Context: an optimization exercise on an open-source flow, tuned for small area and a short achievable clock period. The choices shown serve that exercise and are no tape-out recipe.
RTL that was checked went through simulation tests only; none was proved equivalent to the original.

==> trial 58: inputs <==
// alu16_reg
module alu16_reg (
    input             clk,
    input      [15:0] valA,
    input      [15:0] valB,
    input      [ 3:0] aluop,
    input             shift_Dir,
    input             rotator_Dir,
    input             sub,
    output reg [ 3:0] cc,
    output reg [15:0] result
);
export LEC_CHECK = 0
export ABC_AREA = 1
export CAP_MARGIN = 20
export CORE_MARGIN = 2
export CORE_UTILIZATION = 40
export CTS_BUF_LIST = sky130_fd_sc_hd__clkbuf_4 sky130_fd_sc_hd__clkbuf_8
export SETUP_SLACK_MARGIN = 2.3
export SLEW_MARGIN = 20
create_clock -name core_clock -period 8.5 [get_ports {clk}]
standard.sh (not shown) runs the stock make flow with config.mk's settings and CLKGATE_MAP_FILE= SYNTH_SCRIPT=/design/flow/synth_recipe.tcl, a recipe that flattens the netlist after the stock synthesis.
==> flow/flow/run.sh <==
#!/bin/bash
set -euo pipefail
W=$PWD
rm -rf "$W/scripts_amap"
cp -r "$FLOW_HOME/scripts" "$W/scripts_amap"
cp "$W/flow/abc_area.script" "$W/scripts_amap/abc_area.script"
bash "$W/standard.sh" "SCRIPTS_DIR=$W/scripts_amap" synth > "$W/synth.log" 2>&1
bash "$W/standard.sh" "BUFFER_PORTS_ARGS=-buffer_cell sky130_fd_sc_hd__buf_1" finish > "$W/layout.log" 2>&1
==> flow/flow/abc_area.script <==
strash
dch
amap
topo
stime -c
==> inputs of trial 48, as changes to trial 58 <==
--- a/flow/design.v
+++ b/flow/design.v
@@ -72,19 +72,19 @@
 	end endgenerate
 	wire [15:0] keep;
 	generate for (k = 0; k < 16; k = k + 1) begin : kp
 		assign keep[k] = op_rot | (left ? therm[k] : therm[15-k]);
 	end endgenerate
 	wire        fill = op_ash & ~left & valA[15];
 	wire [15:0] shr  = (rot & keep) | ({16{fill}} & ~keep);
 	wire        vsh  = ~shift_Dir & (s != 4'd0) & valA[15];
-	wire rows_on = |aluop[3:1];
 	wire [16:0] ax = {valA[15], valA};
 	wire [17:0] yb = {valB[15], valB, 1'b0};
+	wire rows_on = |aluop[3:1];
 	wire [7:0] one, two, ng;
 	genvar j;
 	generate for (j = 0; j < 8; j = j + 1) begin : enc
 		assign one[j] = rows_on & (yb[2*j+1] ^ yb[2*j]);
 		assign two[j] = rows_on & ((yb[2*j+2] & ~yb[2*j+1] & ~yb[2*j]) | (~yb[2*j+2] & yb[2*j+1] & yb[2*j]));
 		assign ng[j]  = rows_on & yb[2*j+2];
 	end endgenerate
 	wire [16:0] pp0;
@@ -258,55 +258,67 @@
 	wire cp_G5 = cp_g[9] | (cp_p[9] & cp_g[8]);
 	wire cp_P5 = cp_p[9] & cp_p[8];
 	wire cp_G6 = cp_g[11] | (cp_p[11] & cp_g[10]);
 	wire cp_P6 = cp_p[11] & cp_p[10];
 	wire cp_G7 = cp_g[13] | (cp_p[13] & cp_g[12]);
 	wire cp_P7 = cp_p[13] & cp_p[12];
 	wire cp_G8 = cp_g[15] | (cp_p[15] & cp_g[14]);
 	wire cp_P8 = cp_p[15] & cp_p[14];
-	wire cp_G9 = cp_G2 | (cp_P2 & cp_G1);
-	wire cp_G10 = cp_G4 | (cp_P4 & cp_G3);
-	wire cp_P10 = cp_P4 & cp_P3;
-	wire cp_G11 = cp_G6 | (cp_P6 & cp_G5);
-	wire cp_P11 = cp_P6 & cp_P5;
-	wire cp_G12 = cp_G8 | (cp_P8 & cp_G7);
-	wire cp_P12 = cp_P8 & cp_P7;
-	wire cp_G13 = cp_G10 | (cp_P10 & cp_G9);
-	wire cp_G14 = cp_G12 | (cp_P12 & cp_G11);
-	wire cp_P14 = cp_P12 & cp_P11;
-	wire cp_G15 = cp_G14 | (cp_P14 & cp_G13);
-	wire cp_G16 = cp_G11 | (cp_P11 & cp_G13);
-	wire cp_G17 = cp_G3 | (cp_P3 & cp_G9);
-	wire cp_G18 = cp_G5 | (cp_P5 & cp_G13);
-	wire cp_G19 = cp_G7 | (cp_P7 & cp_G16);
-	wire cp_G20 = cp_g[2] | (cp_p[2] & cp_G1);
-	wire cp_G21 = cp_g[4] | (cp_p[4] & cp_G9);
-	wire cp_G22 = cp_g[6] | (cp_p[6] & cp_G17);
-	wire cp_G23 = cp_g[8] | (cp_p[8] & cp_G13);
-	wire cp_G24 = cp_g[10] | (cp_p[10] & cp_G18);
-	wire cp_G25 = cp_g[12] | (cp_p[12] & cp_G16);
-	wire cp_G26 = cp_g[14] | (cp_p[14] & cp_G19);
+	wire cp_G9 = cp_g[2] | (cp_p[2] & cp_G1);
+	wire cp_G10 = cp_G2 | (cp_P2 & cp_G1);
+	wire cp_G11 = cp_g[6] | (cp_p[6] & cp_G3);
+	wire cp_P11 = cp_p[6] & cp_P3;
+	wire cp_G12 = cp_G4 | (cp_P4 & cp_G3);
+	wire cp_P12 = cp_P4 & cp_P3;
+	wire cp_G13 = cp_g[10] | (cp_p[10] & cp_G5);
+	wire cp_P13 = cp_p[10] & cp_P5;
+	wire cp_G14 = cp_G6 | (cp_P6 & cp_G5);
+	wire cp_P14 = cp_P6 & cp_P5;
+	wire cp_G15 = cp_g[14] | (cp_p[14] & cp_G7);
+	wire cp_P15 = cp_p[14] & cp_P7;
+	wire cp_G16 = cp_G8 | (cp_P8 & cp_G7);
+	wire cp_P16 = cp_P8 & cp_P7;
+	wire cp_G17 = cp_g[4] | (cp_p[4] & cp_G10);
+	wire cp_G18 = cp_G3 | (cp_P3 & cp_G10);
+	wire cp_G19 = cp_G11 | (cp_P11 & cp_G10);
+	wire cp_G20 = cp_G12 | (cp_P12 & cp_G10);
+	wire cp_G21 = cp_g[12] | (cp_p[12] & cp_G14);
+	wire cp_P21 = cp_p[12] & cp_P14;
+	wire cp_G22 = cp_G7 | (cp_P7 & cp_G14);
+	wire cp_P22 = cp_P7 & cp_P14;
+	wire cp_G23 = cp_G15 | (cp_P15 & cp_G14);
+	wire cp_P23 = cp_P15 & cp_P14;
+	wire cp_G24 = cp_G16 | (cp_P16 & cp_G14);
+	wire cp_P24 = cp_P16 & cp_P14;
+	wire cp_G25 = cp_g[8] | (cp_p[8] & cp_G20);
+	wire cp_G26 = cp_G5 | (cp_P5 & cp_G20);
+	wire cp_G27 = cp_G13 | (cp_P13 & cp_G20);
+	wire cp_G28 = cp_G14 | (cp_P14 & cp_G20);
+	wire cp_G29 = cp_G21 | (cp_P21 & cp_G20);
+	wire cp_G30 = cp_G22 | (cp_P22 & cp_G20);
+	wire cp_G31 = cp_G23 | (cp_P23 & cp_G20);
+	wire cp_G32 = cp_G24 | (cp_P24 & cp_G20);
 	assign cp_c[0] = (op_ar & sub);
 	assign cp_c[1] = cp_g0;
 	assign cp_c[2] = cp_G1;
-	assign cp_c[3] = cp_G20;
-	assign cp_c[4] = cp_G9;
-	assign cp_c[5] = cp_G21;
-	assign cp_c[6] = cp_G17;
-	assign cp_c[7] = cp_G22;
-	assign cp_c[8] = cp_G13;
-	assign cp_c[9] = cp_G23;
-	assign cp_c[10] = cp_G18;
-	assign cp_c[11] = cp_G24;
-	assign cp_c[12] = cp_G16;
-	assign cp_c[13] = cp_G25;
-	assign cp_c[14] = cp_G19;
-	assign cp_c[15] = cp_G26;
-	assign cp_c[16] = cp_G15;
+	assign cp_c[3] = cp_G9;
+	assign cp_c[4] = cp_G10;
+	assign cp_c[5] = cp_G17;
+	assign cp_c[6] = cp_G18;
+	assign cp_c[7] = cp_G19;
+	assign cp_c[8] = cp_G20;
+	assign cp_c[9] = cp_G25;
+	assign cp_c[10] = cp_G26;
+	assign cp_c[11] = cp_G27;
+	assign cp_c[12] = cp_G28;
+	assign cp_c[13] = cp_G29;
+	assign cp_c[14] = cp_G30;
+	assign cp_c[15] = cp_G31;
+	assign cp_c[16] = cp_G32;
 	assign cp_s = cp_p ^ cp_c[15:0];
 	wire [15:0] cp_s_mul = cp_s;
 	wire p16 = (((((((pp0[16] ^ pp1[14]) ^ (pp2[12] ^ pp3[10])) ^ ((pp4[8] ^ pp5[6]) ^ (pp6[4] ^ pp7[2]))) ^ ((c20 ^ c22) ^ c24)) ^ (c58 ^ c60)) ^ c84) ^ c112) ^ cp_c[16];
 	wire [16:0] prod = {p16, cp_s};
 	wire [3:0] tt = {op_and | op_or, op_or | op_xor | op_not, op_or | op_xor, op_not};
 	wire [15:0] lgo;
 	generate for (k = 0; k < 16; k = k + 1) begin : lu
 		assign lgo[k] = valA[k] ? (valB[k] ? tt[3] : tt[2]) : (valB[k] ? tt[1] : tt[0]);
==> flow/flow/abc_area.script (replaced) <==
strash
dc2
dch -f
amap
topo
stime -c
==> qor summary <==
                                                           trial 58        trial 48
Outcome                                              finished clean  finished clean
Depth of the worst register-to-register path                     28              21
Slew Limit Headroom                                           29.3%           38.8%
Slowest cell delay on critical path                         0.53 ns         0.54 ns
Cells resized by post-CTS repair                                 51              28
WP data required                                            8.79 ns         8.82 ns
Hold path depth                                                   2               3
Wire length of the first global-routing pass               36400 µm        39200 µm
Total GRT Usage                                               28.3%           31.0%
Met1 Use GR                                                   37.9%           41.7%
Peak clock frequency supported by timing                  0.168 GHz       0.168 GHz
Layout overhead on the synthesized area                       21.5%           18.9%
Vertical die dimension                                       130 µm          130 µm
Share of the yosys chip area belonging to registers           18.2%           18.2%
Setup slack after layout                                    2.55 ns         2.54 ns
Post-placement setup slack                                  1.45 ns         1.38 ns
Layout Utilization                                            49.3%           48.2%
Worst reg2reg setup slack                                   2.55 ns         2.54 ns
Multi-input gate area                                      5130 µm²        4990 µm²
No functional check of the RTL was part of trial 58.

afterwards: timing with drivers on the ports:
The flow's constraints put no driver on any port. The routed layouts listed below were extracted and timed again, unchanged, in two steps. Step 1 assumes that a clkbuf_16 drives the clock port and a buf_2 every other input. Step 2 times the ports against the registers' clock, not the clock port: input delays grow and output delays shrink by t, the midpoint of the rising clock arrivals with the driver on. a / b / c = ideal / step 1 / step 2; a / b = the first two.
run	t, ns	slack for setup (ns)	worst slew at a driven data input, ns
trial 58	0.380	2.547 / 2.547 / 2.547	0.04
trial 48	0.413	2.540 / 2.540 / 2.540	0.03
After both steps every run listed still meets setup and hold.
